What follows belongs to an exercise in optimizing a design on an open flow for small area; a production flow would make more cautious choices. The RTL was checked by simulation tests, not by an equivalence proof against the original design. No activity file was given, so power comes from the tool's default toggle rates. No driver is modelled on the clock port, so clocking that relies on it looks cheaper here than on a real chip.

==> flow/design.v <==
`timescale 1 ns / 1 ns
module spi_slave_r
(
	input rst,
	input clk,
	input fifo_full,
	output [7:0] fifo_d,
	output fifo_w_en,
	input sclk,
	input sdin
);
	reg [1:0] sclk_edge;
	always @ (posedge clk) begin
		if(!rst)
			sclk_edge <= 2'b00;
		else
			sclk_edge <= {sclk_edge[0],sclk};
	end
	reg w_en_reg;
	reg [7:0] d_reg;
	reg [3:0] bit_index;
	reg [2:0] sta_cur;
	assign fifo_w_en = w_en_reg;
	assign fifo_d = d_reg;
	always @ (posedge clk) begin
		if(sta_cur == 3'd1 && sclk_edge == 2'b01)
			d_reg <= {d_reg[6:0],sdin};
	end
	always @ (posedge clk) begin
		if(!rst) begin
			w_en_reg <= 1'b0;
			sta_cur <= 3'd0;
		end
		else begin
			case(sta_cur)
				3'd0 : begin
					bit_index <= 4'd0;
					sta_cur <= 3'd1;
				end
				3'd1 : begin
					if(sclk_edge == 2'b01)
						sta_cur <= 3'd2;
				end
				3'd2 : begin
					bit_index <= bit_index + 4'd1;
					sta_cur <= 3'd3;
				end
				3'd3 : begin
					if(bit_index == 4'd8) begin
						if(!fifo_full)
							w_en_reg <= 1'b1;
						sta_cur <= 3'd4;
					end
					else
						sta_cur <= 3'd1;
				end
				default : begin
					w_en_reg <= 1'b0;
					sta_cur <= 3'd0;
				end
			endcase
		end
	end
endmodule
`timescale 1ns / 1ps
module depack
(
    input clk,
    input rst,
    input spi_sclk,
    input spi_din,
    input load,
    output ready,
    output [31:0] ftw_lower_1,
    output [31:0] ftw_upper_1,
    output [31:0] ftw_lower_2,
    output [31:0] ftw_upper_2,
    output [31:0] sweep_step,
    output [15:0] sweep_rate,
    output [31:0] resweep_period,
    output [2:0] mode,
    output rf_switch,
    output [7:0] tx_att,
    output [2:0] rx_ch_pwr_ctrl,
    output [7:0] rx_ch1_att,
    output [7:0] rx_ch2_att,
    output [7:0] rx_ch3_att,
    output [7:0] rx_ch1_pha,
    output [7:0] rx_ch2_pha,
    output [7:0] rx_ch3_pha,
    output [31:0] ct_period
);
    reg [3:0] sta_cur;
    wire fifo_wr_en;
    wire [7:0] fifo_din;
    reg [7:0] ring [0:63];
    reg [7:0] wbuf;
    reg wbuf_valid;
    reg [5:0] wslot;
    reg [7:0] head;
    reg head_valid;
    reg [6:0] count;
    wire fifo_full = count[6];
    wire fifo_empty = (count == 7'd0);
    wire do_wr = fifo_wr_en & ~fifo_full;
    wire do_rd = (sta_cur == 4'd3);
    wire put = wbuf_valid && (wslot[3:0] == 4'd2);
    integer m;
    always @ (posedge clk) begin
        for(m = 0; m < 64; m = m + 1) begin
            if(m % 16 == 0)
                ring[m] <= (put && (wslot[5:4] == m / 16)) ? wbuf : ring[(m + 1) % 64];
            else
                ring[m] <= ring[(m + 1) % 64];
        end
    end
    always @ (posedge clk) begin
        if(!rst)
            wslot <= 6'd0;
        else
            wslot <= wslot - {5'd0, ~do_wr};
        if(do_wr)
            wbuf <= fifo_din;
    end
    wire [5:0] oslot = wslot - count[5:0];
    wire [7:0] tap = ring[{oslot[5:2], 2'b00}];
    wire oldest_waiting = wbuf_valid && (count == 7'd1);
    wire fetch_ring = !head_valid && (count != 7'd0) && !oldest_waiting && (oslot[1:0] == 2'd0);
    wire fetch_wbuf = !head_valid && oldest_waiting;
    always @ (posedge clk) begin
        if(do_wr && fifo_empty)
            head <= fifo_din;
        else if(fetch_wbuf)
            head <= wbuf;
        else if(fetch_ring)
            head <= tap;
    end
    always @ (posedge clk) begin
        if(!rst) begin
            count <= 7'd0;
            wbuf_valid <= 1'b0;
            head_valid <= 1'b0;
        end
        else begin
            count <= count + {6'd0, do_wr} - {6'd0, do_rd};
            if(do_wr)
                wbuf_valid <= 1'b1;
            else if(put)
                wbuf_valid <= 1'b0;
            if(do_rd)
                head_valid <= 1'b0;
            else if((do_wr && fifo_empty) || fetch_wbuf || fetch_ring)
                head_valid <= 1'b1;
        end
    end
    spi_slave_r spi_slave_r_inst
    (
        .rst(rst),
        .clk(clk),
        .fifo_full(fifo_full),
        .fifo_d(fifo_din),
        .fifo_w_en(fifo_wr_en),
        .sclk(spi_sclk),
        .sdin(spi_din)
    );
    reg [7:0] win [0:41];
    wire [7:0] cmd [0:41];
    reg [5:0] byte_index;
    reg [7:0] acc_sum;
    reg ready_reg;
    assign ready = ready_reg;
    wire fill = (sta_cur == 4'd4);
    wire slide = (sta_cur == 4'd9);
    wire [7:0] fifo_byte = head;
    integer w;
    always @ (posedge clk) begin
        if(fill) begin
            win[41] <= fifo_byte;
            for(w = 0; w < 41; w = w + 1)
                win[w] <= win[w + 1];
        end
    end
    genvar gk;
    generate
        for(gk = 0; gk < 42; gk = gk + 1) begin : g_win
            assign cmd[gk] = win[gk];
        end
    endgenerate
    reg [5:0] out28;
    reg [3:0] out29;
    reg [2:0] out30;
    reg [5:0] out34;
    reg [5:0] out35;
    reg [5:0] out36;
    wire at28 = (byte_index == 6'd28);
    wire at29 = (byte_index == 6'd29);
    wire at30 = (byte_index == 6'd30);
    wire at34 = (byte_index == 6'd34);
    wire at35 = (byte_index == 6'd35);
    wire at36 = (byte_index == 6'd36);
    always @ (posedge clk) begin
        if(!rst) begin
            out28 <= 6'd0;
            out29 <= 4'd0;
            out30 <= 3'd0;
            out34 <= 6'd0;
            out35 <= 6'd0;
            out36 <= 6'd0;
        end
        else begin
            if(at28 && fill) out28 <= fifo_byte[5:0];
            if(at28 && slide) out28 <= win[29][5:0];
            if(at29 && fill) out29 <= fifo_byte[3:0];
            if(at29 && slide) out29 <= win[30][3:0];
            if(at30 && fill) out30 <= fifo_byte[2:0];
            if(at30 && slide) out30 <= win[31][2:0];
            if(at34 && fill) out34 <= fifo_byte[5:0];
            if(at34 && slide) out34 <= win[35][5:0];
            if(at35 && fill) out35 <= fifo_byte[5:0];
            if(at35 && slide) out35 <= win[36][5:0];
            if(at36 && fill) out36 <= fifo_byte[5:0];
            if(at36 && slide) out36 <= win[37][5:0];
        end
    end
    assign ftw_lower_1 = {cmd[2],cmd[3],cmd[4],cmd[5]};
    assign ftw_upper_1 = {cmd[6],cmd[7],cmd[8],cmd[9]};
    assign ftw_lower_2 = {cmd[10],cmd[11],cmd[12],cmd[13]};
    assign ftw_upper_2 = {cmd[14],cmd[15],cmd[16],cmd[17]};
    assign sweep_step = {cmd[18],cmd[19],cmd[20],cmd[21]};
    assign sweep_rate = {cmd[22],cmd[23]};
    assign resweep_period = {cmd[24],cmd[25],cmd[26],cmd[27]};
    assign mode = out29[2:0];
    assign rf_switch = out29[3];
    assign tx_att = {2'b00, out28};
    assign rx_ch_pwr_ctrl = out30;
    assign rx_ch1_att = cmd[31];
    assign rx_ch2_att = cmd[32];
    assign rx_ch3_att = cmd[33];
    assign rx_ch1_pha = {2'b00, out34};
    assign rx_ch2_pha = {2'b00, out35};
    assign rx_ch3_pha = {2'b00, out36};
    assign ct_period = {cmd[37],cmd[38],cmd[39],cmd[40]};
    wire [7:0] slide_delta = cmd[41] - cmd[0];
    wire header_ok = (cmd[0] == 8'heb) && (cmd[1] == 8'h90);
    always @ (posedge clk) begin
        if(!rst) begin
            ready_reg <= 1'b0;
            sta_cur <= 4'd0;
        end
        else begin
            case (sta_cur)
                4'd0 : begin
                    byte_index <= 6'd0;
                    acc_sum <= 8'd0;
                    sta_cur <= 4'd1;
                end
                4'd1 : begin
                    if(!fifo_empty)
                        sta_cur <= 4'd2;
                end
                4'd2 : sta_cur <= 4'd3;
                4'd3 : sta_cur <= 4'd4;
                4'd4 : begin
                    byte_index <= byte_index + 6'd1;
                    if(byte_index != 6'd41)
                        acc_sum <= acc_sum + fifo_byte;
                    sta_cur <= 4'd5;
                end
                4'd5 : begin
                    if(byte_index != 6'd42)
                        sta_cur <= 4'd1;
                    else begin
                        byte_index <= 6'd0;
                        if(header_ok)
                            sta_cur <= 4'd6;
                        else begin
                            acc_sum <= acc_sum + slide_delta;
                            sta_cur <= 4'd9;
                        end
                    end
                end
                4'd6 : sta_cur <= 4'd7;
                4'd7 : begin
                    byte_index <= byte_index + 6'd1;
                    sta_cur <= 4'd8;
                end
                4'd8 : begin
                    if(byte_index != 6'd41)
                        sta_cur <= 4'd6;
                    else if(acc_sum != cmd[41]) begin
                        byte_index <= 6'd0;
                        acc_sum <= acc_sum + slide_delta;
                        sta_cur <= 4'd9;
                    end
                    else
                        sta_cur <= 4'd12;
                end
                4'd9 : sta_cur <= 4'd10;
                4'd10 : begin
                    byte_index <= byte_index + 6'd1;
                    sta_cur <= 4'd11;
                end
                4'd11 : begin
                    if(byte_index != 6'd41)
                        sta_cur <= 4'd9;
                    else
                        sta_cur <= 4'd1;
                end
                4'd12 : begin
                    ready_reg <= 1'b1;
                    sta_cur <= 4'd13;
                end
                4'd13 : begin
                    if(load) begin
                        ready_reg <= 1'b0;
                        sta_cur <= 4'd0;
                    end
                end
                default : ;
            endcase
        end
    end
endmodule
`timescale 1ns / 1ps
module ad9914_ctrl
(
	input clk,
	input rst,
	input update,
	input [31 : 0] lower_limit,
	input [31 : 0] upper_limit,
	input [31 : 0] positive_step,
	input [15 : 0] positive_rate,
	input [31 : 0] resweep_period,
	output busy,
	output finish,
	output trig,
	output pre_trig,
	output osk,
	input dover,
	output io_update,
	output dctrl,
	output p_rd,
	output p_wr,
	output [7 : 0] p_addr,
	input [7 : 0] p_data_in,
	output [7 : 0] p_data_out,
	output p_data_tri_select
);
	reg c_busy;
	reg [1:0] sfr_index;
	reg dctrl_reg;
	reg pre_trig_reg;
	reg fixed_freq_enable;
	reg osk_trig_enable;
	reg resweep_state;
	reg [3:0] c_sta;
	reg [31:0] resweep_period_reg;
	reg [31:0] delay_left;     
	reg r_busy;
	reg [6:0] t;
	reg r_res;
	reg r_mismatch;
	reg [5:0] p_addr_reg;
	reg p_wr_cmd;             
	reg tri_reg;
	assign busy = c_busy;
	assign finish = ~c_busy;
	assign dctrl = dctrl_reg;
	assign pre_trig = pre_trig_reg;
	assign io_update = r_busy & (t >= 7'd42) & (t <= 7'd44);
	assign p_rd = ~(r_busy & rd_low);
	assign p_wr = ~(r_busy & wr_low);
	assign p_addr = {2'b00, p_addr_reg};
	assign p_data_out = reg_byte;
	assign p_data_tri_select = tri_reg;
	reg [3:0] base;
	always @ (*) begin
		case(c_sta)
			4'd5 : base = 4'd3;
			4'd7 : base = 4'd4;
			4'd9 : base = 4'd5;
			4'd11 : base = 4'd6;
			4'd13 : base = 4'd8;
			4'd15 : base = 4'd12;
			4'd8 : base = 4'd1;
			default : base = {2'b00, sfr_index - 2'd1};
		endcase
	end
	wire [3:0] out_reg = p_addr_reg[5:2];
	wire [1:0] out_byte = p_wr_cmd ? 2'd3 : p_addr_reg[1:0];
	reg [31:0] reg_value;
	always @ (*) begin
		case(out_reg)
			4'd0 : reg_value = 32'h00_01_03_00;
			4'd1 : reg_value = dctrl_reg ? 32'h00_0c_29_00 : 32'h00_04_29_00;
			4'd2 : reg_value = 32'h00_00_19_1c;
			4'd3 : reg_value = 32'h00_05_31_20;
			4'd4 : reg_value = lower_limit;
			4'd5 : reg_value = upper_limit;
			4'd6 : reg_value = positive_step;
			4'd8 : reg_value = {16'd0, positive_rate};
			default : reg_value = 32'h0f_ff_00_00;
		endcase
	end
	wire [7:0] reg_byte = reg_value[{out_byte, 3'b000} +: 8];
	wire [7:0] amp_byte = (p_addr_reg[1:0] == 2'd3) ? 8'h0f :
	                      (p_addr_reg[1:0] == 2'd2) ? 8'hff : 8'h00;
	wire period_over = (&delay_left) & ~(&resweep_period_reg);
	wire pre_trig_start = (delay_left == 32'd39) & (resweep_period_reg != 32'd39);
	wire c_start = !r_busy && ((c_sta == 4'd3) || (c_sta == 4'd5) || (c_sta == 4'd7) ||
	                           (c_sta == 4'd9) || (c_sta == 4'd11) || (c_sta == 4'd13) ||
	                           (c_sta == 4'd6));
	always @ (posedge clk) begin
		if(!rst) begin
			c_busy <= 1'b0;
			dctrl_reg <= 1'b0;
			pre_trig_reg <= 1'b0;
			fixed_freq_enable <= 1'b0;
			osk_trig_enable <= 1'b0;
			resweep_state <= 1'b0;
			c_sta <= 4'd0;
		end
		else case(c_sta)
			4'd0 : begin
				dctrl_reg <= 1'b0;
				pre_trig_reg <= 1'b0;
				osk_trig_enable <= 1'b0;
				resweep_state <= 1'b0;
				sfr_index <= 2'd0;
				c_sta <= 4'd1;
			end
			4'd1 : begin
				if(update) begin
					resweep_period_reg <= resweep_period;
					c_busy <= 1'b1;
					fixed_freq_enable <= (positive_step == 32'd0);
					c_sta <= 4'd3;
				end
			end
			4'd3 : begin
				if(!r_busy) begin
					sfr_index <= sfr_index + 2'd1;
					if(sfr_index == 2'd3)
						c_sta <= 4'd5;
				end
			end
			4'd5 : if(!r_busy) c_sta <= 4'd7;
			4'd7 : if(!r_busy) c_sta <= 4'd9;
			4'd9 : if(!r_busy) c_sta <= 4'd11;
			4'd11 : if(!r_busy) c_sta <= 4'd13;
			4'd13 : if(!r_busy) c_sta <= 4'd15;
			4'd15 : begin
				if(!r_busy && !r_res) begin
					osk_trig_enable <= 1'b1;
					c_sta <= 4'd6;
				end
			end
			4'd6 : begin
				pre_trig_reg <= 1'b0;
				if(!r_busy) begin
					dctrl_reg <= 1'b1;
					c_sta <= 4'd8;
				end
			end
			4'd8 : begin
				if(!r_busy) begin
					c_busy <= 1'b0;
					dctrl_reg <= 1'b0;
					c_sta <= 4'd10;
				end
			end
			4'd10 : begin
				if(update)
					c_sta <= 4'd0;
				else if(period_over && (!fixed_freq_enable)) begin
					resweep_state <= 1'b1;
					c_sta <= 4'd6;
				end
				else if(pre_trig_start)
					pre_trig_reg <= 1'b1;
			end
			default : ;
		endcase
	end
	always @ (posedge clk) begin
		if((c_sta == 4'd8) && !r_busy)
			delay_left <= resweep_period_reg;
		else
			delay_left <= delay_left - 32'd1;
	end
	reg wr_low;
	reg rd_low;
	reg sample;
	reg set_addr;
	reg set_rd;
	reg [1:0] byte_k;
	always @ (*) begin
		wr_low = 1'b0;
		rd_low = 1'b0;
		sample = 1'b0;
		set_addr = 1'b0;
		set_rd = 1'b0;
		byte_k = 2'd0;
		case(t)
			7'd4, 7'd5, 7'd6, 7'd7, 7'd14, 7'd15, 7'd16, 7'd17,
			7'd24, 7'd25, 7'd26, 7'd27, 7'd34, 7'd35, 7'd36, 7'd37 : wr_low = 1'b1;
			7'd48, 7'd49, 7'd50, 7'd51, 7'd52, 7'd54,
			7'd65, 7'd66, 7'd67, 7'd68, 7'd69, 7'd71,
			7'd82, 7'd83, 7'd84, 7'd85, 7'd86, 7'd88,
			7'd99, 7'd100, 7'd101, 7'd102, 7'd103, 7'd105 : rd_low = 1'b1;
			7'd53, 7'd70, 7'd87, 7'd104 : begin rd_low = 1'b1; sample = 1'b1; end
			7'd2 : begin set_addr = 1'b1; byte_k = 2'd0; end
			7'd12 : begin set_addr = 1'b1; byte_k = 2'd1; end
			7'd22 : begin set_addr = 1'b1; byte_k = 2'd2; end
			7'd32 : begin set_addr = 1'b1; byte_k = 2'd3; end
			7'd46 : begin set_addr = 1'b1; set_rd = 1'b1; byte_k = 2'd0; end
			7'd63 : begin set_addr = 1'b1; set_rd = 1'b1; byte_k = 2'd1; end
			7'd80 : begin set_addr = 1'b1; set_rd = 1'b1; byte_k = 2'd2; end
			7'd97 : begin set_addr = 1'b1; set_rd = 1'b1; byte_k = 2'd3; end
			default : ;
		endcase
	end
	always @ (posedge clk) begin
		if(!rst)
			r_busy <= 1'b0;
		else if(c_start)
			r_busy <= 1'b1;
		else if(t == 7'd113)
			r_busy <= 1'b0;
	end
	always @ (posedge clk) begin
		if(!r_busy)
			t <= 7'd0;
		else
			t <= t + 7'd1;
	end
	always @ (posedge clk) begin
		if(!r_busy)
			r_mismatch <= 1'b0;
		else if(sample && (p_data_in != amp_byte))
			r_mismatch <= 1'b1;
	end
	always @ (posedge clk) begin
		if(r_busy && (t == 7'd113))
			r_res <= r_mismatch;
	end
	always @ (posedge clk) begin
		if(!rst) begin
			p_addr_reg <= 6'd0;
			p_wr_cmd <= 1'b0;
			tri_reg <= 1'b0;
		end
		else begin
			if(r_busy && set_addr) begin
				p_addr_reg <= {base, byte_k};
				p_wr_cmd <= set_rd;
			end
			tri_reg <= p_wr_cmd;
		end
	end
	reg initsweep_osk_trig_enable;
	reg [2:0] initsweep_delay_count;
	reg [2:0] initsweep_sta;
	always @ (posedge clk) begin
		if(!rst) begin
			initsweep_osk_trig_enable <= 1'b0;
			initsweep_sta <= 3'd0;
		end
		else case (initsweep_sta)
			3'd0 : begin
				if(update) begin
					initsweep_osk_trig_enable <= 1'b0;
					initsweep_delay_count <= 3'd0;
					initsweep_sta <= 3'd1;
				end
			end
			3'd1 : begin
				initsweep_delay_count <= initsweep_delay_count + 3'd1;
				if(initsweep_delay_count == 3'd5)
					initsweep_sta <= 3'd2;
			end
			3'd2 : begin
				if(osk_trig_enable)
					initsweep_sta <= 3'd3;
			end
			3'd3 : begin
				if(io_update) begin
					initsweep_delay_count <= 3'd0;
					initsweep_sta <= 3'd4;
				end
			end
			3'd4 : begin
				initsweep_delay_count <= initsweep_delay_count + 3'd1;
				if(initsweep_delay_count == 3'd5) begin
					initsweep_osk_trig_enable <= 1'b1;
					initsweep_sta <= 3'd0;
				end
			end
			default : ;
		endcase
	end
	assign osk = ((resweep_state | initsweep_osk_trig_enable) & ~dover) | fixed_freq_enable;
	assign trig = osk;
endmodule
`timescale 1ns / 1ps
module ds3502
(
    input clk,
    input rst,
    input load,
    input [7:0] reg_var,
    output reg scl,
    input sda_i,
    output reg sda_o,
    output reg sda_io_ctrl 
);
    localparam [2:0] S_IDLE  = 3'd0;
    localparam [2:0] S_START = 3'd1;    
    localparam [2:0] S_BIT   = 3'd2;    
    localparam [2:0] S_BITW  = 3'd3;    
    localparam [2:0] S_ACK   = 3'd4;    
    localparam [2:0] S_ACKH  = 3'd5;    
    localparam [2:0] S_STOP  = 3'd6;    
    reg [7:0] reg_var_temp;
    reg [2:0] step;
    reg [1:0] phase;         
    reg [1:0] byte_no;       
    reg [3:0] bit_temp;
    reg [11:0] delay_count;
    wire q = (delay_count == 12'hb79);
    wire h = (delay_count == 12'h9a3);
    wire [11:0] delay_inc = {delay_count[10:0],
        delay_count[11] ^ delay_count[10] ^ delay_count[9] ^ delay_count[3]};
    wire long_low = (byte_no != 2'd0) && (phase == 2'd1);
    wire done = long_low ? h : q;
    wire addr_bit = (bit_temp == 4'd1) || (bit_temp == 4'd3);
    wire var_bit = reg_var_temp[3'd7 - bit_temp[2:0]];
    wire bit_val = (byte_no == 2'd0) ? addr_bit :
                   (byte_no == 2'd1) ? 1'b0 : var_bit;
    always @ (posedge clk) begin
        if(step == S_IDLE) begin
            if(load)
                reg_var_temp <= reg_var;
        end
    end
    always @ (posedge clk) begin
        delay_count <= delay_inc;
        if(!rst) begin
            sda_io_ctrl <= 1'b0;
            scl <= 1'b1;
            sda_o <= 1'b1;
            step <= S_IDLE;
        end
        else begin
            case(step)
                S_IDLE : begin
                    if(load) begin
                        step <= S_START;
                        phase <= 2'd3;
                        byte_no <= 2'd0;
                        bit_temp <= 4'd0;
                    end
                end
                S_START : begin
                    if(phase == 2'd3) begin
                        sda_o <= 1'b0;
                        phase <= 2'd0;
                        delay_count <= 12'd1;
                    end
                    else begin
                        if(q) begin
                            delay_count <= 12'd1;
                            if(phase == 2'd0) begin
                                scl <= 1'b0;
                                phase <= 2'd1;
                            end
                            else
                                step <= S_BIT;
                        end
                    end
                end
                S_BIT : begin
                    sda_o <= bit_val;
                    bit_temp <= bit_temp + 4'd1;
                    delay_count <= 12'd1;
                    phase <= 2'd0;
                    step <= S_BITW;
                end
                S_BITW : begin
                    if(done) begin
                        delay_count <= 12'd1;
                        case(phase)
                            2'd0 : begin
                                scl <= 1'b1;
                                phase <= 2'd1;
                            end
                            2'd1 : begin
                                scl <= 1'b0;
                                phase <= 2'd2;
                            end
                            default : begin
                                if(bit_temp == 4'd8) begin
                                    sda_io_ctrl <= 1'b1;
                                    step <= S_ACK;
                                end
                                else
                                    step <= S_BIT;
                            end
                        endcase
                    end
                end
                S_ACK : begin
                    if(sda_i == 1'b0)
                        step <= S_ACKH;
                    else
                        step <= S_STOP;
                    phase <= 2'd3;
                end
                S_ACKH : begin
                    if(phase == 2'd3) begin
                        scl <= 1'b1;
                        delay_count <= 12'd1;
                        phase <= 2'd0;
                    end
                    else begin
                        if(q) begin
                            delay_count <= 12'd1;
                            if(phase == 2'd0) begin
                                scl <= 1'b0;
                                sda_io_ctrl <= 1'b0;
                                phase <= 2'd1;
                            end
                            else begin
                                bit_temp <= 4'd0;
                                byte_no <= byte_no + 2'd1;
                                if(byte_no == 2'd2)
                                    step <= S_STOP;
                                else
                                    step <= S_BIT;
                                phase <= 2'd3;
                            end
                        end
                    end
                end
                S_STOP : begin
                    if(phase == 2'd3) begin
                        sda_io_ctrl <= 1'b0;
                        sda_o <= 1'b0;
                        delay_count <= 12'd1;
                        phase <= 2'd0;
                    end
                    else begin
                        if(q) begin
                            delay_count <= 12'd1;
                            if(phase == 2'd0) begin
                                scl <= 1'b1;
                                phase <= 2'd1;
                            end
                            else begin
                                sda_o <= 1'b1;
                                step <= S_IDLE;
                            end
                        end
                    end
                end
                default : ;
            endcase
        end
    end
endmodule
`timescale 1ns / 1ps
module work_flow
(
    input clk,
    input rst,
    input [31:0] ct_period,
    input [1:0] tv_mode,
    input ad9914_update_1,
    input ad9914_update_2,
    input ad9914_osk_2_temp,
    input ad9914_trig_1,
    input ad9914_pre_trig_1,
    input [2:0] rx_ch_pwr_ctrl,
    output ad9914_osk_2,
    output tr,
    output tr_pwr,
    output lo,
    output tv,
    output [2:0] rx_ch_ctrl
);
    reg [1:0] ad9914_update_1_edge;
    reg [1:0] ad9914_update_2_edge;
    reg [1:0] ad9914_trig_1_edge;
    reg [1:0] ad9914_pre_trig_1_edge;
    always @ (posedge clk) begin
        if(!rst) begin
            ad9914_update_1_edge <= 2'b00;
            ad9914_update_2_edge <= 2'b00;
            ad9914_trig_1_edge <= 2'b00;
            ad9914_pre_trig_1_edge <= 2'b00;
        end
        else begin
            ad9914_update_1_edge <= {ad9914_update_1_edge[0],ad9914_update_1};
            ad9914_update_2_edge <= {ad9914_update_2_edge[0],ad9914_update_2};
            ad9914_trig_1_edge <= {ad9914_trig_1_edge[0],ad9914_trig_1};
            ad9914_pre_trig_1_edge <= {ad9914_pre_trig_1_edge[0],ad9914_pre_trig_1};
        end
    end
    wire update_1_rise = (ad9914_update_1_edge == 2'b01);
    wire update_2_rise = (ad9914_update_2_edge == 2'b01);
    wire pre_trig_1_rise = (ad9914_pre_trig_1_edge == 2'b01);
    wire trig_1_fall = (ad9914_trig_1_edge == 2'b10);
    reg ct_enable;
    reg [31:0] ct_left;
    reg ct_forever;
    wire ct_over = (&ct_left) & ~ct_forever;
    always @ (posedge clk) begin
        if(!rst)
            ct_enable <= 1'b0;
        else if(update_2_rise)
            ct_enable <= 1'b1;
        else if(ct_over)
            ct_enable <= 1'b0;
    end
    always @ (posedge clk) begin
        if(update_2_rise) begin
            ct_left <= ct_period;
            ct_forever <= &ct_period;
        end
        else
            ct_left <= ct_left - 32'd1;
    end
    reg [3:0] tv_sw_count;
    reg tv_sw;
    reg tv_sw_enable;
    reg tr_sw;
    always @ (posedge clk) begin
        if(!rst) begin
            tv_sw_count <= 4'd0;
            tv_sw <= 1'b1;
            tv_sw_enable <= 1'b0;
            tr_sw <= 1'b0;
        end
        else if(update_1_rise) begin
            tv_sw_count <= 4'd0;
            tv_sw <= 1'b1;
            tv_sw_enable <= 1'b1;
        end
        else if(pre_trig_1_rise) begin
            tv_sw_count <= 4'd0;
            tv_sw_enable <= 1'b1;
        end
        else if(tv_sw_count > 4'd10) begin
            if(tv_mode == 2'b11)
                tv_sw <= ~tv_sw;
            else
                tv_sw <= 1'b0;
            tv_sw_enable <= 1'b0;
            tv_sw_count <= 4'd0;
            tr_sw <= ct_enable;
        end
        else if(tv_sw_enable) begin
            tv_sw_count <= tv_sw_count + 4'd1;
        end
    end
    reg [4:0] tr_pwr_off_count;
    reg tr_pwr_on;
    reg tr_pwr_enable;
    always @ (posedge clk) begin
        if(!rst) begin
            tr_pwr_off_count <= 5'd0;
            tr_pwr_on <= 1'b0;
            tr_pwr_enable <= 1'b0;
        end
        else if(update_1_rise || pre_trig_1_rise) begin
            tr_pwr_off_count <= 5'd0;
            tr_pwr_on <= 1'b0;
            tr_pwr_enable <= 1'b1;
        end
        else if(trig_1_fall) begin
            tr_pwr_on <= 1'b0;
            tr_pwr_enable <= 1'b0;
            tr_pwr_off_count <= 5'd0;
        end
        else if(tr_pwr_off_count > 5'd20) begin
            tr_pwr_on <= 1'b1;
            tr_pwr_enable <= 1'b0;
        end
        else if(tr_pwr_enable) begin
            tr_pwr_off_count <= tr_pwr_off_count + 5'd1;
        end
    end
    assign tv = tv_sw;
    assign tr_pwr = tr_pwr_on;
    assign tr = tr_sw;
    assign lo = tr;
    assign ad9914_osk_2 = ct_enable & ad9914_osk_2_temp;
    assign rx_ch_ctrl = ct_enable ? ~rx_ch_pwr_ctrl : 3'b111;
endmodule
`timescale 1ns / 1ps
module top
(
    input clk,
    input rst_n,
    input spi_sclk,
    input spi_din,
    output tr_pwr_p,
    output tr_pwr_n,
    output tr,
    output lo,
    output t_bite,
    output [5:0] tx_att,
    output tv,
    output [2:0] rx_ch_pwr_ctrl,
    output [2:0] rx_ch_ctrl,
    output [2:0] scl,
    input [2:0] sda_i,
    output [2:0] sda_o,
    output [2:0] sda_t,
    output [2:0] a0,
    output [2:0] a1,
    output [5:0] rx_ch1_pha,
    output [5:0] rx_ch2_pha,
    output [5:0] rx_ch3_pha,
    output trig,
    output osk_1,
    input dover_1,
    output dhold_1,
    output io_update_1,
    output master_reset_1,
    output dctrl_1,
    output [2 : 0] profile_select_1,
    output [3 : 0] function_select_1,
    output p_pwd_1,
    output p_rd_1,
    output p_wr_1,
    output [7 : 0] p_addr_1,
    input [7 : 0] p_data_in_1,
    output [7 : 0] p_data_out_1,
    output p_data_t_1,
    output osk_2,
    input dover_2,
    output dhold_2,
    output io_update_2,
    output master_reset_2,
    output dctrl_2,
    output [2 : 0] profile_select_2,
    output [3 : 0] function_select_2,
    output p_pwd_2,
    output p_rd_2,
    output p_wr_2,
    output [7 : 0] p_addr_2,
    input [7 : 0] p_data_in_2,
    output [7 : 0] p_data_out_2,
    output p_data_t_2
);
    wire rst = rst_n;
    wire depack_load;
    wire depack_ready;
    wire [31:0] depack_ftw_lower_1;
    wire [31:0] depack_ftw_upper_1;
    wire [31:0] depack_ftw_lower_2;
    wire [31:0] depack_ftw_upper_2;
    wire [31:0] depack_sweep_step;
    wire [15:0] depack_sweep_rate;
    wire [31:0] depack_resweep_period;
    wire [2:0] depack_mode;
    wire depack_rf_switch;
    wire [7:0] depack_tx_att;
    wire [2:0] depack_rx_ch_pwr_ctrl;
    wire [7:0] depack_rx_ch1_att;
    wire [7:0] depack_rx_ch2_att;
    wire [7:0] depack_rx_ch3_att;
    wire [7:0] depack_rx_ch1_pha;
    wire [7:0] depack_rx_ch2_pha;
    wire [7:0] depack_rx_ch3_pha;
    wire [31:0] depack_ct_period;
    depack depack_inst
    (
        .clk(clk),
        .rst(rst),
        .spi_sclk(spi_sclk),
        .spi_din(spi_din),
        .load(depack_load),
        .ready(depack_ready),
        .ftw_lower_1(depack_ftw_lower_1),
        .ftw_upper_1(depack_ftw_upper_1),
        .ftw_lower_2(depack_ftw_lower_2),
        .ftw_upper_2(depack_ftw_upper_2),
        .sweep_step(depack_sweep_step),
        .sweep_rate(depack_sweep_rate),
        .resweep_period(depack_resweep_period),
        .mode(depack_mode),
        .rf_switch(depack_rf_switch),
        .tx_att(depack_tx_att),
        .rx_ch_pwr_ctrl(depack_rx_ch_pwr_ctrl),
        .rx_ch1_att(depack_rx_ch1_att),
        .rx_ch2_att(depack_rx_ch2_att),
        .rx_ch3_att(depack_rx_ch3_att),
        .rx_ch1_pha(depack_rx_ch1_pha),
        .rx_ch2_pha(depack_rx_ch2_pha),
        .rx_ch3_pha(depack_rx_ch3_pha),
        .ct_period(depack_ct_period)
    );
    assign tx_att = depack_tx_att[5:0];
    assign rx_ch_pwr_ctrl = depack_rx_ch_pwr_ctrl;
    assign rx_ch1_pha = depack_rx_ch1_pha[5:0];
    assign rx_ch2_pha = depack_rx_ch2_pha[5:0];
    assign rx_ch3_pha = depack_rx_ch3_pha[5:0];
    assign a0 = 3'b000;
    assign a1 = 3'b000;
    ds3502 ds3502_inst_0
    (
        .clk(clk), .rst(rst), .load(depack_ready), .reg_var(depack_rx_ch1_att),
        .scl(scl[0]), .sda_i(sda_i[0]), .sda_o(sda_o[0]), .sda_io_ctrl(sda_t[0])
    );
    ds3502 ds3502_inst_1
    (
        .clk(clk), .rst(rst), .load(depack_ready), .reg_var(depack_rx_ch2_att),
        .scl(scl[1]), .sda_i(sda_i[1]), .sda_o(sda_o[1]), .sda_io_ctrl(sda_t[1])
    );
    ds3502 ds3502_inst_2
    (
        .clk(clk), .rst(rst), .load(depack_ready), .reg_var(depack_rx_ch3_att),
        .scl(scl[2]), .sda_i(sda_i[2]), .sda_o(sda_o[2]), .sda_io_ctrl(sda_t[2])
    );
    reg ad9914_update_1_reg;
    reg ad9914_update_2_reg;
    wire ad9914_busy_1;
    wire ad9914_finish_1;
    wire ad9914_trig_1;
    wire ad9914_pre_trig_1;
    assign dhold_1 = 1'b0;
    assign master_reset_1 = 1'b0;
    assign profile_select_1 = 3'b000;
    assign function_select_1 = 4'b0000;
    assign p_pwd_1 = 1'b0;
    ad9914_ctrl ad9914_ctrl_inst1
    (
        .clk(clk),
        .rst(rst),
        .update(ad9914_update_1_reg),
        .lower_limit(depack_ftw_lower_1),
        .upper_limit(depack_ftw_upper_1),
        .positive_step(depack_sweep_step),
        .positive_rate(depack_sweep_rate),
        .resweep_period(depack_resweep_period),
        .busy(ad9914_busy_1),
        .finish(ad9914_finish_1),
        .trig(ad9914_trig_1),
        .pre_trig(ad9914_pre_trig_1),
        .osk(osk_1),
        .dover(dover_1),
        .io_update(io_update_1),
        .dctrl(dctrl_1),
        .p_rd(p_rd_1),
        .p_wr(p_wr_1),
        .p_addr(p_addr_1),
        .p_data_in(p_data_in_1),
        .p_data_out(p_data_out_1),
        .p_data_tri_select(p_data_t_1)
    );
    wire ad9914_busy_2;
    wire ad9914_finish_2;
    wire osk_2_temp;
    assign dhold_2 = 1'b0;
    assign master_reset_2 = 1'b0;
    assign profile_select_2 = 3'b000;
    assign function_select_2 = 4'b0000;
    assign p_pwd_2 = 1'b0;
    ad9914_ctrl ad9914_ctrl_inst2
    (
        .clk(clk),
        .rst(rst),
        .update(ad9914_update_2_reg),
        .lower_limit(depack_ftw_lower_2),
        .upper_limit(depack_ftw_upper_2),
        .positive_step(depack_sweep_step),
        .positive_rate(depack_sweep_rate),
        .resweep_period(depack_resweep_period),
        .busy(ad9914_busy_2),
        .finish(ad9914_finish_2),
        .trig(),
        .pre_trig(),
        .osk(osk_2_temp),
        .dover(dover_2),
        .io_update(io_update_2),
        .dctrl(dctrl_2),
        .p_rd(p_rd_2),
        .p_wr(p_wr_2),
        .p_addr(p_addr_2),
        .p_data_in(p_data_in_2),
        .p_data_out(p_data_out_2),
        .p_data_tri_select(p_data_t_2)
    );
    wire tr_pwr;
    work_flow work_flow_inst
    (
        .clk(clk),
        .rst(rst),
        .ct_period(depack_ct_period),
        .tv_mode(depack_mode[1:0]),
        .ad9914_update_1(ad9914_update_1_reg),
        .ad9914_update_2(ad9914_update_2_reg),
        .ad9914_osk_2_temp(osk_2_temp),
        .ad9914_trig_1(ad9914_trig_1),
        .ad9914_pre_trig_1(ad9914_pre_trig_1),
        .rx_ch_pwr_ctrl(depack_rx_ch_pwr_ctrl),
        .ad9914_osk_2(osk_2),
        .tr(tr),
        .tr_pwr(tr_pwr),
        .lo(lo),
        .tv(tv),
        .rx_ch_ctrl(rx_ch_ctrl)
    );
    assign tr_pwr_p = tr_pwr & depack_rf_switch;
    assign tr_pwr_n = ~tr_pwr_p;
    assign t_bite = ~tr;
    assign trig = ad9914_trig_1;
    reg depack_load_reg;
    assign depack_load = depack_load_reg;
    reg [2:0] main_proc_sta;
    always @ (posedge clk) begin
        if(!rst) begin
            depack_load_reg <= 1'b0;
            ad9914_update_1_reg <= 1'b0;
            ad9914_update_2_reg <= 1'b0;
            main_proc_sta <= 3'd0;
        end
        else begin
            case (main_proc_sta)
                3'd0 : begin
                    if(depack_ready)
                        main_proc_sta <= 3'd1;
                end
                3'd1 : begin
                    if(ad9914_finish_1 && ad9914_finish_2)
                        main_proc_sta <= 3'd2;
                end
                3'd2 : begin
                    ad9914_update_1_reg <= 1'b1;
                    if(depack_mode[2] == 1'b1)
                        ad9914_update_2_reg <= 1'b1;
                    main_proc_sta <= 3'd3;
                end
                3'd3 : begin
                    if(ad9914_busy_1 && (ad9914_busy_2 || (~depack_mode[2]))) begin
                        ad9914_update_1_reg <= 1'b0;
                        ad9914_update_2_reg <= 1'b0;
                        main_proc_sta <= 3'd4;
                    end
                end
                3'd4 : begin
                    if(ad9914_finish_1 && ad9914_finish_2)
                        main_proc_sta <= 3'd5;
                end
                3'd5 : begin
                    depack_load_reg <= 1'b1;
                    main_proc_sta <= 3'd6;
                end
                3'd6 : begin
                    if(!depack_ready) begin
                        depack_load_reg <= 1'b0;
                        main_proc_sta <= 3'd0;
                    end
                end
                default : ;
            endcase
        end
    end
endmodule
==> flow/flow/run.sh <==
#!/bin/bash
# The standard layout (standard.sh), with two ORFS arguments changed:
#  - clock tree synthesis adds no dummy loads for balancing
#  - the buffers put on the input and output ports are buf_1 cells
# The full make output is in standard.log.
set -o pipefail
export CTS_ARGS="-sink_clustering_enable -repair_clock_nets -sink_clustering_size 32 -sink_clustering_max_diameter 100 -buf_list sky130_fd_sc_hd__clkbuf_16 -dont_use_dummy_load"
export BUFFER_PORTS_ARGS="-buffer_cell sky130_fd_sc_hd__buf_1"
bash standard.sh > standard.log 2>&1
==> flow/standard.sh <==
#!/bin/bash
# synth_recipe.tcl (not shown) runs the flow's synth.tcl, then flattens the netlist and writes it again
# the make line also repeats each setting of config.mk as NAME=value (left out here)
make -C /OpenROAD-flow-scripts/flow DESIGN_CONFIG=/design/flow/config.mk WORK_HOME=/design/flow/orfs CLKGATE_MAP_FILE= SYNTH_SCRIPT=/design/flow/synth_recipe.tcl "${@:-finish}"
==> flow/config.mk <==
export PLATFORM = sky130hd
export DESIGN_NAME = top
export DESIGN_NICKNAME = top
export VERILOG_FILES = /design/flow/design.v
export SDC_FILE = /design/flow/constraint.sdc
export NUM_CORES = 4
export LEC_CHECK = 0
export CAP_MARGIN = 20
export CORE_MARGIN = 2
export CORE_UTILIZATION = 45
export CTS_BUF_LIST = sky130_fd_sc_hd__clkbuf_16
export CTS_CLUSTER_DIAMETER = 100
export CTS_CLUSTER_SIZE = 32
export PLACE_DENSITY = 0.65
export SLEW_MARGIN = 20
==> flow/constraint.sdc <==
create_clock -name core_clock -period 10.0 [get_ports {clk}]
set_input_delay 2.0000 -clock core_clock [delete_from_list [all_inputs] [get_ports {clk}]]
set_output_delay 2.0000 -clock core_clock [all_outputs]
set_load 0.01 [all_outputs]
==> impl_metrics.sql, run 1 <==
INSERT INTO impl_metrics (metric_group, metric, value, unit) VALUES
('outcome', 'result_of_the_run', 'complete, no violations', ''),
('worst_setup_path', 'crit_type', 'flip-flop to primary output', ''),
('global_routing', 'grt_max_degree', '118', ''),
('power', 'p_int', '0.00814', 'W'),
('clock_network', 'h_tree_depth', '2', ''),
('synthesis', 'mux_share_of_post_synthesis_cell_area', '1.76', '%'),
('synthesis', 'postSynthAreaPerCell', '11.7', 'sq um'),
('sta', 'setup_viol', '0', ''),
('synthesis', 'compound_gate_portion_of_the_synthesized_area', '11.2', '%'),
('synthesis', 'yosys_warnings', '8', ''),
('power', 'share_of_total_power_in_sequential_cells', '56.7', '%'),
('power', 'combinationalPowerShare', '22.7', '%'),
('finish', 'syn_to_final_growth', '6.10', '%'),
('finish', 'largest_registers', 'depack_inst.ring (512), depack_inst.win (336)', ''),
('sta', 'timing.final.hold_violations', '0', ''),
('floorplan', 'dieWidth', '333', 'um'),
('sta', 'clock_skew', '0.0774', 'ns'),
('detailed_routing', 'first_pass_iters', '12', ''),
('placed_design', 'place_inst', '5541', ''),
('floorplan', 'floorplan.io_pins', '141', ''),
('synthesis', 'synthesis.instances', '4176', ''),
('worst_setup_path', 'setup.worst_path.end_class', 'primary output', ''),
('clock_network', 'clk_pin_slew', '0.12', 'ns'),
('power', 'power_frac_clock', '20.7', '%'),
('hold_path', 'worstHoldPathType', 'flip-flop to flip-flop', ''),
('synthesis', 'dominantRegCellSynth', 'sky130_fd_sc_hd__dfxtp_1', ''),
('finish', 'fillers', '9629', ''),
('global_routing', 'global_route_wire_length_before_repair', '169000', 'um'),
('detailed_routing', 'drc_violation_count_after_routing', '0', ''),
('power', 'power.switching', '0.00386', 'W'),
('synthesis', 'postSynthRegisterBits', '1326', ''),
('detailed_routing', 'via_per_inst', '5.57', ''),
('sta', 'timing.max_slew.rel_slack', '27.5', '%'),
('finish', 'final_core_utilization', '48.2', '%'),
('detailed_routing', 'route.final.wire_length', '109000', 'um'),
('clock_network', 'cts.path.max_buffers', '3', ''),
('worst_setup_path', 'worstPathArrival', '3.03', 'ns'),
('synthesis', 'yosys-top-cells-area', 'sky130_fd_sc_hd__dfxtp_1 (34%), sky130_fd_sc_hd__edfxtp_1 (31%), sky130_fd_sc_hd__nor2_1 (2.8%)', ''),
('worst_setup_path', 'start_kind', 'flip-flop', ''),
('placed_design', 'dp_worst_slack', '5.53', 'ns'),
('floorplan', 'floorplan.rows', '120', ''),
('floorplan', 'floorplan.initialDensity', '45.4', '%'),
('floorplan', 'core_region_area', '107000', 'sq um'),
('sta', 'min_period', '5.03', 'ns'),
('clock_network', 'ctsResizeCount', '0', ''),
('clock_network', 'cts_hold_buf', '0', ''),
('clock_network', 'cts_inserted_buffers', '52', ''),
('flow_run', 'drv_cap', '0', ''),
('power', 'leakage', '18.0', 'nW'),
('synthesis', 'synth_simple_gate_area_share', '12.8', '%'),
('synthesis', 'ys_seq_area_share', '64.9', '%'),
('worst_setup_path', 'required_time_worst_endpoint', '8.00', 'ns'),
('sta', 'unrepaired_setup_endpoints_after_global_routing', 'no', ''),
('synthesis', 'netlist.top_cell.by_area', 'sky130_fd_sc_hd__dfxtp_1', ''),
('worst_setup_path', 'timing.critical_path.fanout_max', '15', ''),
('synthesis', 'share_of_the_synthesized_area_in_the_top_cell_type', '33.9', '%'),
('sta', 'drv_slew', '0', ''),
('sta', 'fin_crit_sh', '50.3', '%'),
('synthesis', 'synth_enable_flop_cells', '503', ''),
('synthesis', 'mappedNetlistArea', '48700', 'sq um'),
('power', 'vdd_ir_drop_max', '0.253', 'mV'),
('global_routing', 'gr-usage-all-layers', '19.2', '%'),
('global_routing', 'grt_overflow_total', '0', ''),
('finish', 'insertedDiodeCount', '0', ''),
('clock_network', 'insertion_delay', '0.70', 'ns'),
('floorplan', 'dieArea', '111000', 'sq um'),
('finish', 'finalNonFillerCells', '5593', ''),
('sta', 'timing.final.ws_setup', '4.97', 'ns'),
('power', 'power_density', '233', 'nW/um^2'),
('synthesis', 'adder_and_majority_cell_fraction_of_the_synthesized_area', '2.85', '%'),
('sta', 'clock.fmax', '0.199', 'GHz');
-- power by group through the flow --
stage / sequential, W / combinational (W) / clock [W]
detailed placement: 0.00691 / 0.00270 / 0
global placement: 0.00691 / 0.00265 / 0
CTS: 0.00680 / 0.00272 / 0.00255
global route: 0.00688 / 0.00301 / 0.00271
floorplan: 0.00663 / 0.00204 / 0
finish: 0.00680 / 0.00272 / 0.00248
-- cell usage in the layout, fill, tap and decap left out, drive strengths merged, types with 54 or more instances in the layout --
cell | netlist | final
nor2 | 368 | 368
buf | 60 | 150
nor3 | 82 | 82
nand4 | 70 | 70
xor2 | 73 | 73
ha | 95 | 95
edfxtp | 503 | 503
xnor2 | 103 | 103
nand2 | 328 | 328
o21ai | 168 | 168
a21oi | 265 | 265
nor4 | 71 | 71
nand3 | 103 | 103
dfxtp | 823 | 823
a22oi | 54 | 54
inv | 150 | 150
-- synthesized netlist by cell type (12+ instances only) --
library cell / count
sky130_fd_sc_hd__a211oi_1: 40
sky130_fd_sc_hd__or2_2: 12
sky130_fd_sc_hd__or4_1: 19
sky130_fd_sc_hd__buf_4: 41
sky130_fd_sc_hd__inv_1: 143
sky130_fd_sc_hd__ha_1: 95
sky130_fd_sc_hd__nand3_1: 102
sky130_fd_sc_hd__nand4_1: 70
sky130_fd_sc_hd__o21ai_0: 139
sky130_fd_sc_hd__nand2_1: 328
sky130_fd_sc_hd__xnor2_1: 102
sky130_fd_sc_hd__and3_1: 22
sky130_fd_sc_hd__a21oi_1: 263
sky130_fd_sc_hd__a22oi_1: 54
sky130_fd_sc_hd__nor3_1: 82
sky130_fd_sc_hd__o21ai_1: 28
sky130_fd_sc_hd__a21o_1: 25
sky130_fd_sc_hd__o22ai_1: 39
sky130_fd_sc_hd__clkbuf_1: 154
sky130_fd_sc_hd__a31oi_1: 35
sky130_fd_sc_hd__or3_1: 18
sky130_fd_sc_hd__a221oi_1: 22
sky130_fd_sc_hd__mux2_2: 39
sky130_fd_sc_hd__edfxtp_1: 503
sky130_fd_sc_hd__o211ai_1: 25
sky130_fd_sc_hd__nor2_1: 368
sky130_fd_sc_hd__xor2_1: 73
sky130_fd_sc_hd__buf_1: 12
sky130_fd_sc_hd__nor2b_1: 47
sky130_fd_sc_hd__o31ai_1: 13
sky130_fd_sc_hd__nor4_1: 69
sky130_fd_sc_hd__o221ai_1: 18
sky130_fd_sc_hd__a222oi_1: 36
sky130_fd_sc_hd__nand2b_1: 35
sky130_fd_sc_hd__mux2i_1: 28
sky130_fd_sc_hd__dfxtp_1: 823
sky130_fd_sc_hd__and2_1: 46
-- worst max-delay path, cell delays in order (launching register included) --
cell and delay, ns:
sky130_fd_sc_hd__dfxtp_1 0.70, sky130_fd_sc_hd__inv_1 0.27, sky130_fd_sc_hd__and3_1 0.43, sky130_fd_sc_hd__a222oi_1 0.39, sky130_fd_sc_hd__o21ai_0 0.14, sky130_fd_sc_hd__o21ai_1 0.15, sky130_fd_sc_hd__a22oi_1 0.14, sky130_fd_sc_hd__buf_1 0.16
-- layer usage --
layer | routed length, um | global-route usage (%)
met5 | 0 | 0
met4 | 2560 | 4.84
met3 | 6930 | 3.11
met2 | 48300 | 29.3
met1 | 51300 | 28.4
-- worst paths after layout --
check	from	endpoint	slack, ns	depth (start not counted)
setup / recovery	ad9914_ctrl_inst1.p_addr_reg[2]$_SDFFE_PN0P_	p_data_out_1[3]	4.97	7
hold / removal	depack_inst.ring[9][1]$_DFF_P_	depack_inst.ring[8][1]$_DFF_P_	0.31	0
setup reg to reg	depack_inst.sta_cur[2]$_SDFFE_PN0P_	depack_inst.out28[1]$_SDFFE_PN0P_	6.16	8
hold reg to reg	depack_inst.ring[9][1]$_DFF_P_	depack_inst.ring[8][1]$_DFF_P_	0.31	0
-- area by class of cell --
class | instances | area (sq um) | share of cell area, %
well taps | 1403 | 1760 | 3.40
flip-flops and latches | 1326 | 31600 | 61.2
inverters | 153 | 584 | 1.13
multi-input cells | 2508 | 15700 | 30.4
clock buffers | 52 | 1300 | 2.52
repair buffers | 151 | 723 | 1.40
-- kinds of logic after synthesis --
family          Yosys count
mux                      73
compound gates          843
simple gates           1281
xor+xnor                176
other cells               1
fa+ha+maj               105
flops                  1326
buf+inv                 371
-- stage by stage --
stage	hold WS (ns)	cell area [sq um]
after floorplan	0.310	48800
after global placement	0.310	50300
after detailed placement	0.312	50300
after CTS	0.311	51600
after global routing	0.311	51600
final	0.307	51600
==> run 2, diff against run 1 <==
==> flow/flow/run.sh (replaced) <==
#!/bin/bash
# The standard layout (standard.sh), with two ORFS arguments changed:
#  - clock tree synthesis adds no dummy loads for balancing
#  - the buffers put on the input and output ports are buf_1 cells
# The full make output is in standard.log.
set -o pipefail
export CTS_ARGS="-sink_clustering_enable -repair_clock_nets -sink_clustering_size 16 -sink_clustering_max_diameter 70 -buf_list sky130_fd_sc_hd__clkbuf_8 -dont_use_dummy_load"
export BUFFER_PORTS_ARGS="-buffer_cell sky130_fd_sc_hd__buf_1"
bash standard.sh > standard.log 2>&1
--- a/flow/config.mk
+++ b/flow/config.mk
@@ -8,8 +8,8 @@
 export CAP_MARGIN = 20
 export CORE_MARGIN = 2
 export CORE_UTILIZATION = 45
-export CTS_BUF_LIST = sky130_fd_sc_hd__clkbuf_16
-export CTS_CLUSTER_DIAMETER = 100
-export CTS_CLUSTER_SIZE = 32
+export CTS_BUF_LIST = sky130_fd_sc_hd__clkbuf_8
+export CTS_CLUSTER_DIAMETER = 70
+export CTS_CLUSTER_SIZE = 16
 export PLACE_DENSITY = 0.65
 export SLEW_MARGIN = 20
==> run 2 against run 1 <==
  * Routed wire length up 0.66%
  * Global-route usage is 0.22 points higher
  * Non-clock buffer count unchanged
  * Largest cell class unchanged
  * Still clean on timing, DRC and antenna
  * Largest power group unchanged
  * Power increased by 0.25%
  * Highest routed layer unchanged
  * Fmax shrank 0.27%
==> impl_metrics.sql, run 2 <==
INSERT INTO impl_metrics (metric_group, metric, value, unit) VALUES
('sta', 'min_period', '5.04', 'ns'),
('sta', 'timing.final.hold_violations', '0', ''),
('floorplan', 'core_region_area', '107000', 'sq um'),
('global_routing', 'global_route_wire_length_before_repair', '171000', 'um'),
('worst_setup_path', 'chain_of_cells_forming_the_critical_path', 'nor2b_1, nand2_1, nor2_1, buf_4, a222oi_1, nand2_1, a21oi_1, o21ai_0, buf_1', ''),
('worst_setup_path', 'start_kind', 'flip-flop', ''),
('finish', 'finalNonFillerCells', '5647', ''),
('synthesis', 'share_of_the_synthesized_area_in_the_top_cell_type', '33.9', '%'),
('synthesis', 'yosys_warnings', '8', ''),
('floorplan', 'dieWidth', '333', 'um'),
('worst_setup_path', 'worstPathArrival', '3.04', 'ns'),
('clock_network', 'ctsResizeCount', '0', ''),
('synthesis', 'ys_async_sr_fraction', '0', '%'),
('detailed_routing', 'first_pass_iters', '9', ''),
('floorplan', 'floorplan.initialDensity', '45.4', '%'),
('outcome', 'result_of_the_run', 'complete, no violations', ''),
('power', 'power_frac_clock', '20.9', '%'),
('power', 'combinationalPowerShare', '22.6', '%'),
('worst_setup_path', 'worst-r2r-setup-slack', '6.23', 'ns'),
('worst_setup_path', 'crit_type', 'flip-flop to primary output', ''),
('synthesis', 'ys_seq_area_share', '64.9', '%'),
('worst_setup_path', 'cpMostUsedCell', 'sky130_fd_sc_hd__nand2_1', ''),
('worst_setup_path', 'critPathSlowestCell', 'sky130_fd_sc_hd__dfxtp_1', ''),
('finish', 'fillers', '9608', ''),
('power', 'power_density', '233', 'nW/um^2'),
('sta', 'fin_crit_sh', '50.4', '%'),
('sta', 'fin_hold_ws', '0.264', 'ns'),
('synthesis', 'synth.top_cells.by_count', 'sky130_fd_sc_hd__dfxtp_1 (823), sky130_fd_sc_hd__edfxtp_1 (503), sky130_fd_sc_hd__nor2_1 (368)', ''),
('placed_design', 'place_inst', '5541', ''),
('power', 'leakage', '18.1', 'nW'),
('detailed_routing', 'route.final.wire_length', '110000', 'um'),
('sta', 'unrepaired_setup_endpoints_after_global_routing', 'no', ''),
('worst_setup_path', 'required_time_worst_endpoint', '8.00', 'ns'),
('worst_setup_path', 'timing.critical_path.fanout_max', '27', ''),
('power', 'power.switching', '0.00392', 'W'),
('synthesis', 'yosys-top-cells-area', 'sky130_fd_sc_hd__dfxtp_1 (34%), sky130_fd_sc_hd__edfxtp_1 (31%), sky130_fd_sc_hd__nor2_1 (2.8%)', ''),
('sta', 'timing.max_slew.rel_slack', '28.3', '%'),
('clock_network', 'cts_hold_buf', '0', ''),
('global_routing', 'gr-usage-all-layers', '19.4', '%'),
('power', 'share_of_total_power_in_sequential_cells', '56.5', '%'),
('synthesis', 'synthesis.instances', '4176', ''),
('synthesis', 'mappedNetlistArea', '48700', 'sq um'),
('sta', 'clock.fmax', '0.198', 'GHz'),
('detailed_routing', 'drc_violation_count_after_routing', '0', ''),
('finish', 'final_core_utilization', '48.3', '%'),
('power', 'p_int', '0.00812', 'W'),
('sta', 'drv_slew', '0', ''),
('global_routing', 'grt_max_degree', '118', ''),
('synthesis', 'yosysMostFrequentCell', 'sky130_fd_sc_hd__dfxtp_1', ''),
('worst_setup_path', 'critical_path_origin', 'ad9914_ctrl_inst2.p_addr_reg[4]$_SDFFE_PN0P_', ''),
('worst_setup_path', 'slowest_delay', '0.65', 'ns'),
('floorplan', 'dieArea', '111000', 'sq um'),
('synthesis', 'postSynthAreaPerCell', '11.7', 'sq um'),
('clock_network', 'cts.path.max_buffers', '3', ''),
('synthesis', 'dominantRegCellSynth', 'sky130_fd_sc_hd__dfxtp_1', ''),
('floorplan', 'floorplan.io_pins', '141', ''),
('clock_network', 'clk_pin_slew', '0.10', 'ns'),
('clock_network', 'h_tree_depth', '3', ''),
('flow_run', 'drv_cap', '0', ''),
('worst_setup_path', 'r2r_start', 'depack_inst.sta_cur[2]$_SDFFE_PN0P_', ''),
('sta', 'setup_viol', '0', ''),
('finish', 'syn_to_final_growth', '6.33', '%'),
('global_routing', 'grt_overflow_total', '0', ''),
('power', 'vdd_ir_drop_max', '0.254', 'mV'),
('synthesis', 'postSynthRegisterBits', '1326', ''),
('clock_network', 'insertion_delay', '0.83', 'ns'),
('worst_setup_path', 'setup.worst_path.end_class', 'primary output', ''),
('detailed_routing', 'via_per_inst', '5.58', ''),
('hold_path', 'worstHoldPathType', 'flip-flop to flip-flop', ''),
('finish', 'most-common-layout-cells', 'sky130_fd_sc_hd__dfxtp_1 (823), sky130_fd_sc_hd__edfxtp_1 (503), sky130_fd_sc_hd__nor2_1 (366)', ''),
('finish', 'largest_registers', 'depack_inst.ring (512), depack_inst.win (336)', '');
-- run 2: critical path, delay by kind of cell (launching register included) --
kind | cells | cell delay [ns]
AO/OA/AOI/OAI | 3 | 0.53
buffers and inverters | 2 | 0.50
flip-flops | 1 | 0.65
AND/OR/NAND/NOR | 4 | 0.62
-- run 2: final cells by class --
type	count	area [sq um]	area share, %
antenna	4	10.0	0.0193
clock buffer	102	1400	2.71
tap	1403	1760	3.39
sequential	1326	31600	61.0
timing repair buffer	151	723	1.40
inverter	153	584	1.13
multi-input combinational	2508	15700	30.3
-- run 2: worst paths after layout --
check | to | cells after the start
worst min register to register | depack_inst.ring[29][2]$_DFF_P_ | 0
worst max-delay path | p_data_out_2[0] | 9
worst min-delay path | depack_inst.ring[29][2]$_DFF_P_ | 0
worst max register to register | depack_inst.out28[1]$_SDFFE_PN0P_ | 8
-- run 2: layer usage --
layer	global-route usage [%]	vias to the layer above	routed length (um)
li1	-	15000	-
met1	28.6	15300	51600
met2	29.3	984	48000
met3	3.71	179	7460
met4	5.29	0	2700
met5	0	-	0
-- run 2: cell families after synthesis --
| kind of cell | share of synthesized area [%] |
|---|---|
| multiplexers | 1.76 |
| adder cells (fa/ha/maj) | 2.85 |
| other | 0.00771 |
| AND/OR/NAND/NOR | 12.8 |
| flip-flops | 64.9 |
| XOR/XNOR | 3.18 |
| buffers and inverters | 3.33 |
| AO/OA/AOI/OAI | 11.2 |
-- run 2: stage by stage --
stage                     instance area, sq um  setup WS, ns
after global routing                     51700          4.66
final                                    51700          4.96
after detailed placement                 50300          5.53
after floorplan                          48800          3.63
after CTS                                51700          4.91
after global placement                   50300          5.55
-- run 2: power by group through the flow --
| stage | clock (W) | combinational, W | sequential [W] |
|---|---|---|---|
| global placement | 0 | 0.00265 | 0.00691 |
| floorplan | 0 | 0.00204 | 0.00663 |
| CTS | 0.00259 | 0.00272 | 0.00680 |
| detailed placement | 0 | 0.00270 | 0.00691 |
| finish | 0.00251 | 0.00273 | 0.00680 |
| global route | 0.00277 | 0.00301 | 0.00688 |

-- what the ideal ports hide --
The results above use ideal ports. As a check the final layouts listed here were re-extracted and re-timed, cells and wires unchanged.
Step 1 (the two cells are an assumption about what drives the block):
set clk [get_ports {clk}]
set_driving_cell -lib_cell sky130_fd_sc_hd__clkbuf_16 $clk
set_driving_cell -lib_cell sky130_fd_sc_hd__buf_2 [delete_from_list [all_inputs] $clk]
Step 2 times the ports against the registers' clock, not the clock port: input delays grow and output delays shrink by t, the midpoint of the rising clock arrivals with the driver on.
a / b / c = ideal ports / drivers / drivers and shift; a / b = the first two.
run | t, ns | setup WS [ns] | worst setup path at the end | latest minus earliest clock arrival (ns) | worst register clock-pin slew, ns
run 1 | 0.709 | 4.971 / 4.902 / 5.530 | input to output | 0.120 / 0.119 | 0.12 / 0.12
run 2 | 0.813 | 4.957 / 4.890 / 5.530 | input to output | 0.170 / 0.170 | 0.10 / 0.10
After both steps setup and hold are still met in every run listed.
